This is an optimization exercise on Yosys and OpenROAD, whose aim is small area, not a production implementation. Function was checked by simulation only, so behaviour that the tests miss may differ from the original. Power figures rest on the tool's default switching activity, not on a simulated workload.

blue:
==> flow/design.v (excerpt) <==
module ram_memory
#(
    parameter BUS_WIDTH = 32,
    parameter ADDR_BASE = 0,
    parameter MEM_SIZE = 64
)
(
    input clk,
    input nreset,
    input write_en,
    input [BUS_WIDTH - 1 : 0]addr_write,
    input [BUS_WIDTH - 1 : 0]data_write,
    input [BUS_WIDTH - 1 : 0]addr_read,
    output [BUS_WIDTH - 1 : 0]data_read,
    output ready
);
For scale: ~5600 cells after synthesis.
==> module ram_memory, before the edit <==
module ram_memory
#(
    parameter BUS_WIDTH = 32,
    parameter ADDR_BASE = 0,
    parameter MEM_SIZE = 64
)
(
    input clk,
    input nreset,
    input write_en,
    input [BUS_WIDTH - 1 : 0]addr_write,
    input [BUS_WIDTH - 1 : 0]data_write,
    input [BUS_WIDTH - 1 : 0]addr_read,
    output [BUS_WIDTH - 1 : 0]data_read,
    output ready
);
reg ready_buffer;
reg phase;
reg [MEM_SIZE - 1 : 0]valid;
wire [BUS_WIDTH - 1 : 0]addr_write_internal = addr_write - ADDR_BASE;
wire [BUS_WIDTH - 1 : 0]addr_read_internal = addr_read - ADDR_BASE;
wire read_in_range = addr_read_internal < MEM_SIZE;
wire write_in_range = addr_write_internal < MEM_SIZE;
wire write_ok = write_en & read_in_range & write_in_range;
wire [BUS_WIDTH - 1 : 0]data_write_coded = data_write ^ {BUS_WIDTH{~phase}};
assign ready = ready_buffer;
always @(posedge clk or negedge nreset)
begin
    if(!nreset)
    begin
        ready_buffer <= 1'b0;
        phase <= 1'b0;
    end
    else
    begin
        ready_buffer <= 1'b1;
        phase <= ~phase;
    end
end
wire [MEM_SIZE - 1 : 0]read_select;
wire [BUS_WIDTH - 1 : 0]word_data[MEM_SIZE - 1 : 0];
genvar w;
generate
for(w = 0; w < MEM_SIZE; w = w + 1)
begin : word
    wire write_word = write_ok & (addr_write_internal == w);
    reg [BUS_WIDTH - 1 : 0]data;
    always @(posedge clk or negedge nreset)
    begin
        if(!nreset)
            valid[w] <= 1'b0;
        else if(write_word)
            valid[w] <= 1'b1;
    end
    always @(posedge clk)
    begin
        if(write_word)
            data <= data_write_coded;
        else
            data <= ~data;
    end
    assign read_select[w] = (addr_read_internal == w);
    assign word_data[w] = data & {BUS_WIDTH{read_select[w]}};
end
endgenerate
reg [BUS_WIDTH - 1 : 0]read_coded;
integer index;
always @(*)
begin
    read_coded = 'd0;
    for(index = 0; index < MEM_SIZE; index = index + 1)
        read_coded = read_coded | word_data[index];
end
wire read_valid = read_in_range & valid[addr_read_internal];
assign data_read = (read_coded ^ {BUS_WIDTH{phase}}) & {BUS_WIDTH{read_valid}};
endmodule
export LEC_CHECK = 0
export CAP_MARGIN = 20
export CORE_MARGIN = 2
export CORE_UTILIZATION = 65
export GPL_TIMING_DRIVEN = 0
export PLACE_DENSITY = 0.75
export SETUP_SLACK_MARGIN = 0.1
export SLEW_MARGIN = 20
create_clock -name core_clock -period 8.0 [get_ports {clk}]
standard.sh (not shown) runs the stock make flow with config.mk's settings and CLKGATE_MAP_FILE= SYNTH_SCRIPT=/design/flow/synth_recipe.tcl, a recipe that flattens the netlist after the stock synthesis.
==> flow/flow/run.sh <==
#!/bin/bash
# Own layout flow: the standard synthesis, then the logic between its registers
# replaced by a hand-mapped netlist (flow/gen_netlist.py, same registers, same
# names and cell types), then the standard layout steps on that netlist.
set -euo pipefail
cd "$(dirname "$0")/.."
R=orfs/results/${FLOW_PLATFORM}/ram_memory/base

bash standard.sh synth > synth_std.log 2>&1

cp $R/1_2_yosys.v std_synth.v
python3 flow/gen_netlist.py hand_netlist.v std_synth.v > gen_netlist.log 2>&1
cp hand_netlist.v $R/1_2_yosys.v
rm -f $R/1_synth.odb $R/1_synth.sdc

export CTS_ARGS="-sink_clustering_enable -repair_clock_nets -dont_use_dummy_load -buf_list {sky130_fd_sc_hd__buf_4} -sink_clustering_size 11 -sink_clustering_max_diameter 60"
export BUFFER_PORTS_ARGS="-buffer_cell sky130_fd_sc_hd__buf_1"
bash standard.sh > layout.log 2>&1
Other scripts of this flow, unchanged in this note and not shown: flow/flow/gen_netlist.py
## Diff of input files: orange against blue
-- flow/design.v --
<<< blue, line 72
        read_coded = read_coded | word_data[index];
end
wire read_valid = read_in_range & valid[addr_read_internal];
assign data_read = (read_coded ^ {BUS_WIDTH{phase}}) & {BUS_WIDTH{read_valid}};
endmodule
>>> orange, line 72
        read_coded = read_coded | word_data[index];
end
wire read_valid = read_in_range & valid[addr_read_internal[5:0]];
assign data_read = (read_coded ^ {BUS_WIDTH{phase}}) & {BUS_WIDTH{read_valid}};
endmodule
[summary]
Any difference in area after synthesis between orange and blue is small enough to ignore. orange vs. blue: combinational power saw little to no change; fraction of the cycle the final worst path needs saw little to no change. Diff blue..orange | net count reported at finish | unchanged. There was hardly any difference in power of the sequential group between orange and blue. Diff orange..blue | power | unchanged. blue -> orange: average via count per standard cell delta 0, exact match.

========
Starting RTL as in the previous note.
export LEC_CHECK = 0
export CAP_MARGIN = 20
export CORE_MARGIN = 2
export CORE_UTILIZATION = 75
export GPL_TIMING_DRIVEN = 0
export PLACE_DENSITY = 0.85
export SETUP_SLACK_MARGIN = 0.1
export SLEW_MARGIN = 20
create_clock -name core_clock -period 8.0 [get_ports {clk}]
==> flow/flow/run.sh <==
#!/bin/bash
# Own layout flow: the standard synthesis, then the logic between its registers
# replaced by a hand-mapped netlist (flow/gen_netlist.py, same registers, same
# names and cell types), then the standard layout steps on that netlist.
set -euo pipefail
cd "$(dirname "$0")/.."
R=orfs/results/${FLOW_PLATFORM}/ram_memory/base

bash standard.sh synth > synth_std.log 2>&1

cp $R/1_2_yosys.v std_synth.v
python3 flow/gen_netlist.py hand_netlist.v std_synth.v > gen_netlist.log 2>&1
cp hand_netlist.v $R/1_2_yosys.v
rm -f $R/1_synth.odb $R/1_synth.sdc

export CTS_ARGS="-sink_clustering_enable -repair_clock_nets -dont_use_dummy_load -buf_list {sky130_fd_sc_hd__buf_4} -sink_clustering_size 12 -sink_clustering_max_diameter 40"
export BUFFER_PORTS_ARGS="-buffer_cell sky130_fd_sc_hd__buf_1"
bash standard.sh > layout.log 2>&1
Other scripts of this flow, unchanged in this note and not shown: flow/flow/gen_netlist.py
The starting point passed the timing, design-rule and antenna checks.
Rerun with:
--- a/flow/design.v
+++ b/flow/design.v
@@ -70,7 +70,7 @@
     read_coded = 'd0;
     for(index = 0; index < MEM_SIZE; index = index + 1)
         read_coded = read_coded | word_data[index];
 end
-wire read_valid = read_in_range & valid[addr_read_internal];
+wire read_valid = read_in_range & valid[addr_read_internal[5:0]];
 assign data_read = (read_coded ^ {BUS_WIDTH{phase}}) & {BUS_WIDTH{read_valid}};
 endmodule
Result: Area after synthesis is unchanged; via count stays the same; global-route usage does not change; final cell count is unchanged; sequential power barely changes; total power does not change; wire length is unchanged.

========
lane 2:
The RTL this note starts from:
==> flow/design.v <==
module ram_memory
#(
    parameter BUS_WIDTH = 32,
    parameter ADDR_BASE = 0,
    parameter MEM_SIZE = 64
)
(
    input clk,
    input nreset,
    input write_en,
    input [BUS_WIDTH - 1 : 0]addr_write,
    input [BUS_WIDTH - 1 : 0]data_write,
    input [BUS_WIDTH - 1 : 0]addr_read,
    output [BUS_WIDTH - 1 : 0]data_read,
    output ready
);
reg [BUS_WIDTH - 1 : 0]ram_memory_reg[MEM_SIZE - 1 : 0];
reg ready_buffer;
wire [BUS_WIDTH - 1 : 0]addr_write_internal;
wire [BUS_WIDTH - 1 : 0]addr_read_internal;
assign ready = ready_buffer;
assign addr_write_internal = addr_write - ADDR_BASE;
assign addr_read_internal = addr_read - ADDR_BASE;
assign data_read = (addr_read_internal < MEM_SIZE)? ram_memory_reg[addr_read_internal] : 'd0;
integer index = 0;
always @(posedge clk or negedge nreset)
begin
    if(!nreset)
    begin
        ready_buffer <= 1'b0;
        for(index = 0; index < MEM_SIZE; index = index + 1)
        begin
            ram_memory_reg[index] <= 'd0;
        end
    end
    else
    begin
        ready_buffer <= 1'b1;
        if((addr_read_internal < MEM_SIZE) && (addr_write_internal < MEM_SIZE))
            ram_memory_reg[addr_write_internal] <= (write_en)? data_write : ram_memory_reg[addr_write_internal];
        else
            for(index = 0; index < MEM_SIZE; index = index + 1)
            begin
                ram_memory_reg[index] <= ram_memory_reg[index];
            end
    end
end
endmodule
Settings: LEC_CHECK=0, CAP_MARGIN=20, CORE_MARGIN=2, CORE_UTILIZATION=40, PLACE_DENSITY=0.5, SLEW_MARGIN=20; clock period 8.0 ns.
run.sh (not shown) runs the stock make flow with config.mk's settings and CLKGATE_MAP_FILE= SYNTH_SCRIPT=/design/flow/synth_recipe.tcl, a recipe that flattens the netlist after the stock synthesis.
Stock flow here: none of the scripts above is used.
Lane 2 finished end to end and its layout was clean on timing, DRC and antenna.
> inputs changed (lane 2 -> lane 3)
==> flow/design.v <==
module ram_memory
#(
    parameter BUS_WIDTH = 32,
    parameter ADDR_BASE = 0,
    parameter MEM_SIZE = 64
)
(
    input clk,
    input nreset,
    input write_en,
    input [BUS_WIDTH - 1 : 0]addr_write,
    input [BUS_WIDTH - 1 : 0]data_write,
    input [BUS_WIDTH - 1 : 0]addr_read,
    output [BUS_WIDTH - 1 : 0]data_read,
    output ready
);
reg ready_buffer;
reg [MEM_SIZE - 1 : 0]valid;
wire [BUS_WIDTH - 1 : 0]addr_write_internal = addr_write - ADDR_BASE;
wire [BUS_WIDTH - 1 : 0]addr_read_internal = addr_read - ADDR_BASE;
wire read_in_range = addr_read_internal < MEM_SIZE;
wire write_in_range = addr_write_internal < MEM_SIZE;
wire write_ok = write_en & read_in_range & write_in_range;
assign ready = ready_buffer;
always @(posedge clk or negedge nreset)
begin
    if(!nreset)
        ready_buffer <= 1'b0;
    else
        ready_buffer <= 1'b1;
end
wire [MEM_SIZE - 1 : 0]read_select;
wire [BUS_WIDTH - 1 : 0]word_data[MEM_SIZE - 1 : 0];
genvar w;
generate
for(w = 0; w < MEM_SIZE; w = w + 1)
begin : word
    wire write_word = write_ok & (addr_write_internal == w);
    reg [BUS_WIDTH - 1 : 0]data;
    always @(posedge clk or negedge nreset)
    begin
        if(!nreset)
            valid[w] <= 1'b0;
        else if(write_word)
            valid[w] <= 1'b1;
    end
    always @(posedge clk)
    begin
        if(write_word)
            data <= data_write;
    end
    assign read_select[w] = read_in_range & (addr_read_internal == w) & valid[w];
    assign word_data[w] = data & {BUS_WIDTH{read_select[w]}};
end
endgenerate
reg [BUS_WIDTH - 1 : 0]read_value;
integer index;
always @(*)
begin
    read_value = 'd0;
    for(index = 0; index < MEM_SIZE; index = index + 1)
        read_value = read_value | word_data[index];
end
assign data_read = read_value;
endmodule
--- outcome ---
Lane 2 reached the final stage; the timing, design-rule and antenna checks on its layout passed.
Lane 3 reached the end of the flow, and the finished layout is clean on the timing, design-rule and antenna checks.
The largest family of logic cells by synthesized area comes out simple AND/OR/NAND/NOR gates in one run and compound AO/OA/AOI/OAI gates in the other, namely in lane 2 and lane 3 respectively.
Re met3 global-route usage: lane 3 is 19 points down on lane 2.
Lane 3 vs lane 2: total power down by a few percent
Diff lane 2 -> lane 3 | clock sink count | increase of 3.1%
Lane 3 vs lane 2 — number of standard cells in the final layout excluding fillers dropped by more than half
In lane 3 the post-synthesis async set-or-reset flop share turned out 97 points lower than in lane 2.
Of lane 2 and lane 3, the run reporting the higher number of resized instances in the post-cts repair step was lane 3.
Looking at dominant power group, the the clock network result is from lane 2; the sequential cells one comes from lane 3.
Cell area (lane 3 vs. lane 2) decreases by more than 10%

-- re-timing with driven ports --
How much do the figures lean on ideal ports? The routed layouts below were timed once more, with nothing changed but the port constraints. Step 1, drivers: a clkbuf_16 drives clk and a buf_2 each remaining input, both assumed. Step 2 times the ports against the registers' clock, not the clock port: input delays grow and output delays shrink by t, the midpoint of the rising clock arrivals with the driver on. a / b / c = no drivers / after step 1 / after step 2; a / b = the first two.
run	t, ns	setup slack, ns	worst slew at a driven data input, ns
blue	1.071	0.365 / 0.339 / 0.339	0.16
orange	1.071	0.365 / 0.339 / 0.339	0.16
the first run of note 2	1.114	0.341 / 0.320 / 0.320	0.14
the second run of note 2	1.114	0.341 / 0.320 / 0.320	0.14
lane 2	1.002	0.194 / -0.006 / -0.006	0.24
lane 3	0.917	0.006 / -0.128 / -0.128	0.16
With both steps, setup timing fails in lane 2 and lane 3, where it was met with ideal ports. The setup slack of lane 2, which loses most, moves by -0.200 ns with the drivers and by -0.200 ns with both steps.
